This is an optimization exercise on Yosys and OpenROAD, whose aim is small area, a short achievable clock period and few clock cycles per item, not a production implementation.
Function was checked by simulation only, so behaviour that the tests miss may differ from the original.
Power is estimated from default activity; no workload was simulated.

==> module geofence, before the edit <==
module geofence (clk, reset, X, Y, valid, is_inside);
input clk;
input reset;
input [9:0] X;
input [9:0] Y;
output valid;
output is_inside;
reg [4:0] k;
reg [9:0] px, py;        
reg [11:0] ms, md;       
reg [21:0] q;            
reg [7:0] sg;            
reg [21:0] sa3, sb4;     
reg [21:0] r, l;         
reg [21:0] w, u;         
reg [7:0] occ;           
reg [7:0] vin, vout;     
reg k7;                  
reg vld, ins;            
reg sur;                 
reg line;                
wire [10:0] dx = {1'b0, X} - {1'b0, px};
wire [10:0] dy = {1'b0, Y} - {1'b0, py};
wire [10:0] nx = {1'b0, px} - {1'b0, X};
wire [10:0] ny = {1'b0, py} - {1'b0, Y};
wire [11:0] ms1 = ms - 12'd1;
wire [11:0] mdp = md + 12'd1;
wire uneg, un1, wneg, wn1;
sgn3 s_u (.a({2'b0, X}), .b({2'b0, Y}), .c(ms), .s(uneg));
sgn3 s_u1 (.a({2'b0, X}), .b({2'b0, Y}), .c(ms1), .s(un1));
sgn3 s_w (.a({2'b0, Y}), .b(~{2'b0, X}), .c(mdp), .s(wneg));
sgn3 s_w1 (.a({2'b0, Y}), .b(~{2'b0, X}), .c(md), .s(wn1));
wire xneg = dx[10], xpos = nx[10];
wire yneg = dy[10], ypos = ny[10];
wire upos = !un1;
wire wpos = !wn1;
wire [21:0] iq = {xneg, yneg, xneg ? nx[9:0] : dx[9:0], yneg ? ny[9:0] : dy[9:0]};
always @(posedge clk) begin
    q <= iq;
    sg <= {xneg, xpos, yneg, ypos, uneg, upos, wneg, wpos};
end
always @(posedge clk) begin
    if (k == 5'd0) begin
        px <= X;
        py <= Y;
        ms <= 12'd0 - {2'b0, X} - {2'b0, Y};
        md <= {2'b0, X} - {2'b0, Y};
    end
end
wire done = valid;
always @(posedge clk) begin
    if (reset || done)
        k <= 5'd0;
    else
        k <= k + 5'd1;
end
wire ld_r = k == 5'd2 || k == 5'd4 || k == 5'd7 || k == 5'd10 || k == 5'd13;
wire ld_l = k == 5'd5 || k == 5'd8 || k == 5'd11 || k == 5'd14;
reg upd, upd1;           
always @(posedge clk) begin
    upd <= !reset && !done && (k == 5'd3 || k == 5'd6 || k == 5'd9 || k == 5'd12 || k == 5'd15);
    upd1 <= !reset && !done && k == 5'd3;
end
always @(posedge clk) begin
    if (k == 5'd5)
        sa3 <= q;
    else if (k == 5'd7)
        sa3 <= q;
    if (k == 5'd6)
        sb4 <= q;
end
wire gxn = sg[7], gxp = sg[6], gyn = sg[5], gyp = sg[4];
wire gun = sg[3], gup = sg[2], gwn = sg[1], gwp = sg[0];
wire [7:0] cq = {gyn & !gun, !gxn & gun, gxn & !gwp, !gyp & gwp,
                 gyp & !gup, !gxp & gup, gxp & !gwn, !gyn & gwn};
always @(posedge clk) begin
    if (k == 5'd2)
        occ <= cq;
    else
        occ <= occ | cq;
end
wire [7:0] o = occ | cq;
wire [15:0] o2 = {o, o};
reg [7:0] succ, bad, tin, tout, fit;
integer c;
always @(*) begin
    for (c = 0; c < 8; c = c + 1)
        succ[c] = o2[c + 1 +: 3] != 3'd0;
    bad = o & ~succ;
end
wire [15:0] bad2 = {bad, bad};
always @(*) begin
    for (c = 0; c < 8; c = c + 1)
        fit[c] = o2[c + 4 +: 4] == 4'd0;
end
wire [15:0] fit2 = {fit, fit};
always @(*) begin
    for (c = 0; c < 8; c = c + 1) begin
        tin[c] = succ[c] && bad2[c + 1 +: 4] == 4'd0;
        tout[c] = fit2[c + 5 +: 4] != 4'd0;
    end
end
always @(posedge clk) begin
    vin <= tin;
    vout <= tin | tout;
    k7 <= !reset && !done && k == 5'd6;
end
wire wxs = w[21], wys = w[20], uxs = u[21], uys = u[20];
wire [9:0] wxm = w[19:10], wym = w[9:0], uxm = u[19:10], uym = u[9:0];
wire [20:0] ts, tc;
xtree tree (.wxm(wxm), .wym(wym), .uxm(uxm), .uym(uym), .s(ts), .c(tc));
reg [20:0] xs, xc;       
reg sa, sb, anz, bnz, opp;
always @(posedge clk) begin
    xs <= ts;
    xc <= tc;
    sa <= wxs ^ uys;
    sb <= wys ^ uxs;
    anz <= wxm != 10'd0 && uym != 10'd0;
    bnz <= wym != 10'd0 && uxm != 10'd0;
    opp <= (wxm != 10'd0 && uxm != 10'd0 && wxs != uxs) ||
           (wym != 10'd0 && uym != 10'd0 && wys != uys);
end
wire [20:0] cy = {1'b0, xs[19:0]} + {1'b0, xc[19:0]};
wire dneg = xs[20] ^ xc[20] ^ cy[20];
wire dz = (xs ^ xc) == {xs[19:0] | xc[19:0], 1'b0};
wire cn = (sa == sb) ? (sa ? !dneg && !dz : dneg) : (sa && (anz || bnz));
wire cp = (sa == sb) ? (sa ? dneg : !dneg && !dz) : (!sa && (anz || bnz));
reg crn, crp;            
always @(posedge clk) begin
    crn <= cn;
    crp <= cp;
end
wire rn = upd1 ? cn : crn;
wire rp = upd1 ? cp : crp;
reg [21:0] rnx, lnx;
reg surnx, linenx;
always @(*) begin
    rnx = r;
    lnx = l;
    surnx = sur;
    linenx = line;
    if (k == 5'd2) begin
        rnx = q;
        lnx = q;
        surnx = 1'b0;
        linenx = 1'b0;
    end else if (upd && !sur) begin
        if (line) begin
            linenx = 1'b0;
            if (rn) begin
                rnx = l;
                lnx = r;
            end
        end else if (rn && cp) begin
            surnx = 1'b1;
        end else if (!rn && cp) begin
            lnx = u;
        end else if (rn && !cp) begin
            rnx = u;
        end else if (!rn && !rp && !cn && !cp && opp) begin
            lnx = u;
            linenx = 1'b1;
        end
    end
end
always @(posedge clk) begin
    r <= rnx;
    l <= lnx;
    sur <= surnx;
    line <= linenx;
end
always @(posedge clk) begin
    if (ld_r)
        w <= rnx;
    else if (ld_l)
        w <= l;
    case (k)
    5'd2: u <= iq;
    5'd4: u <= q;
    5'd7: u <= sa3;
    5'd10: u <= sb4;
    5'd13: u <= sa3;
    default: ;
    endcase
end
wire q_valid = k7 && (cq & vout) != 8'd0;
wire q_in = k7 && (cq & vin) != 8'd0;
always @(posedge clk) begin
    if (reset || done) begin
        vld <= 1'b0;
        ins <= 1'b0;
    end else begin
        vld <= (k >= 5'd7 && surnx) || k == 5'd16;
        ins <= k >= 5'd7 && surnx;
    end
end
assign valid = vld || q_valid;
assign is_inside = ins || q_in;
endmodule
export LEC_CHECK = 0
export CAP_MARGIN = 20
export CORE_MARGIN = 2
export CORE_UTILIZATION = 35
export SLEW_MARGIN = 20
export SYNTH_HIERARCHICAL = 1
export SYNTH_MINIMUM_KEEP_SIZE = 0
create_clock -name core_clock -period 11.5 [get_ports {clk}]
standard.sh (not shown) runs the stock make flow with config.mk's settings and CLKGATE_MAP_FILE= SYNTH_SCRIPT=/design/flow/synth_recipe.tcl, a recipe that flattens the netlist after the stock synthesis.
==> flow/flow/run.sh <==
#!/bin/bash
# Standard layout, with timing repair aiming for a period of about 4.3 ns
# (setup margin 7.2 ns at the design's 11.5 ns clock).
set -euo pipefail
bash standard.sh SETUP_SLACK_MARGIN=7.2 finish > flow.log 2>&1
Testbench counts at the start, summed over its fixed seeds: cycles 15,151, items 1,600.
==> next run, changes <==
--- a/flow/design.v
+++ b/flow/design.v
@@ -17,26 +17,24 @@
 reg [7:0] vin, vout;     
 reg k7;                  
 reg vld, ins;            
 reg sur;                 
 reg line;                
-wire [10:0] dx = {1'b0, X} - {1'b0, px};
-wire [10:0] dy = {1'b0, Y} - {1'b0, py};
-wire [10:0] nx = {1'b0, px} - {1'b0, X};
-wire [10:0] ny = {1'b0, py} - {1'b0, Y};
+wire xneg, xpos, yneg, ypos;
+wire [9:0] xmag, ymag;
+absd a_x (.a(X), .b(px), .neg(xneg), .pos(xpos), .mag(xmag));
+absd a_y (.a(Y), .b(py), .neg(yneg), .pos(ypos), .mag(ymag));
 wire [11:0] ms1 = ms - 12'd1;
 wire [11:0] mdp = md + 12'd1;
 wire uneg, un1, wneg, wn1;
 sgn3 s_u (.a({2'b0, X}), .b({2'b0, Y}), .c(ms), .s(uneg));
 sgn3 s_u1 (.a({2'b0, X}), .b({2'b0, Y}), .c(ms1), .s(un1));
 sgn3 s_w (.a({2'b0, Y}), .b(~{2'b0, X}), .c(mdp), .s(wneg));
 sgn3 s_w1 (.a({2'b0, Y}), .b(~{2'b0, X}), .c(md), .s(wn1));
-wire xneg = dx[10], xpos = nx[10];
-wire yneg = dy[10], ypos = ny[10];
 wire upos = !un1;
 wire wpos = !wn1;
-wire [21:0] iq = {xneg, yneg, xneg ? nx[9:0] : dx[9:0], yneg ? ny[9:0] : dy[9:0]};
+wire [21:0] iq = {xneg, yneg, xmag, ymag};
 always @(posedge clk) begin
     q <= iq;
     sg <= {xneg, xpos, yneg, ypos, uneg, upos, wneg, wpos};
 end
 always @(posedge clk) begin
@@ -202,10 +200,20 @@
 input [11:0] a, b, c;
 output s;
 wire [11:0] t = a + b + c;
 assign s = t[11];
 endmodule
+module absd (a, b, neg, pos, mag);
+input [9:0] a, b;
+output neg, pos;
+output [9:0] mag;
+wire [10:0] d = {1'b0, a} - {1'b0, b};
+wire [10:0] n = {1'b0, b} - {1'b0, a};
+assign neg = d[10];
+assign pos = n[10];
+assign mag = neg ? n[9:0] : d[9:0];
+endmodule
 module xtree (wxm, wym, uxm, uym, s, c);
 input [9:0] wxm, wym, uxm, uym;
 output [20:0] s, c;
 wire t1 = (wxm[0] & uym[9]) ^ ~(wym[0] & uxm[9]) ^ (wxm[1] & uym[8]);
 wire t2 = ((wxm[0] & uym[9]) & ~(wym[0] & uxm[9])) | ((wxm[0] & uym[9]) & (wxm[1] & uym[8])) | (~(wym[0] & uxm[9]) & (wxm[1] & uym[8]));
Clock-buffer cell count grows by 5.
Combinational power is lower by 21%.
Wire length is lower by 8.9%.
Register-to-register slack is about the same.
Via count falls by 6.6%.
Maximum frequency rose by 5.6%.
Setup slack improves by 230 ps.
Power decreases by 15%.
Global-route usage is lower by 1.3 points.
Final area fell by 4.2%.
Sequential cell count stays the same.
Testbench counts after the change, summed over its fixed seeds: cycles 15,151, items 1,600.

## port drivers added, routing unchanged
In the flow no input, the clock included, has a driving cell. The finished layouts below were timed again as built, in two steps.
Step 1 (the two cells are an assumption about what drives the block):
set clk [get_ports {clk}]
set_driving_cell -lib_cell sky130_fd_sc_hd__clkbuf_16 $clk
set_driving_cell -lib_cell sky130_fd_sc_hd__buf_2 [delete_from_list [all_inputs] $clk]
Step 2 also shifts input and output timing later by t, the mid clock arrival at the registers, as if the neighbouring blocks saw the same clock.
Slacks: ideal ports / drivers / drivers and shift; pairs: ideal ports / drivers.
run	t (ns)	slack for setup (ns)	worst setup path after step 2	pins driven straight from the clock port
the first run	0.616	7.069 / 7.097 / 6.481	input to register	1
the second run	0.595	7.304 / 7.248 / 6.727	input to register	1
After both steps setup and hold are still met in every run listed. The setup slack of the first run, which loses most, moves by +0.028 ns with the drivers and by -0.588 ns with both steps.
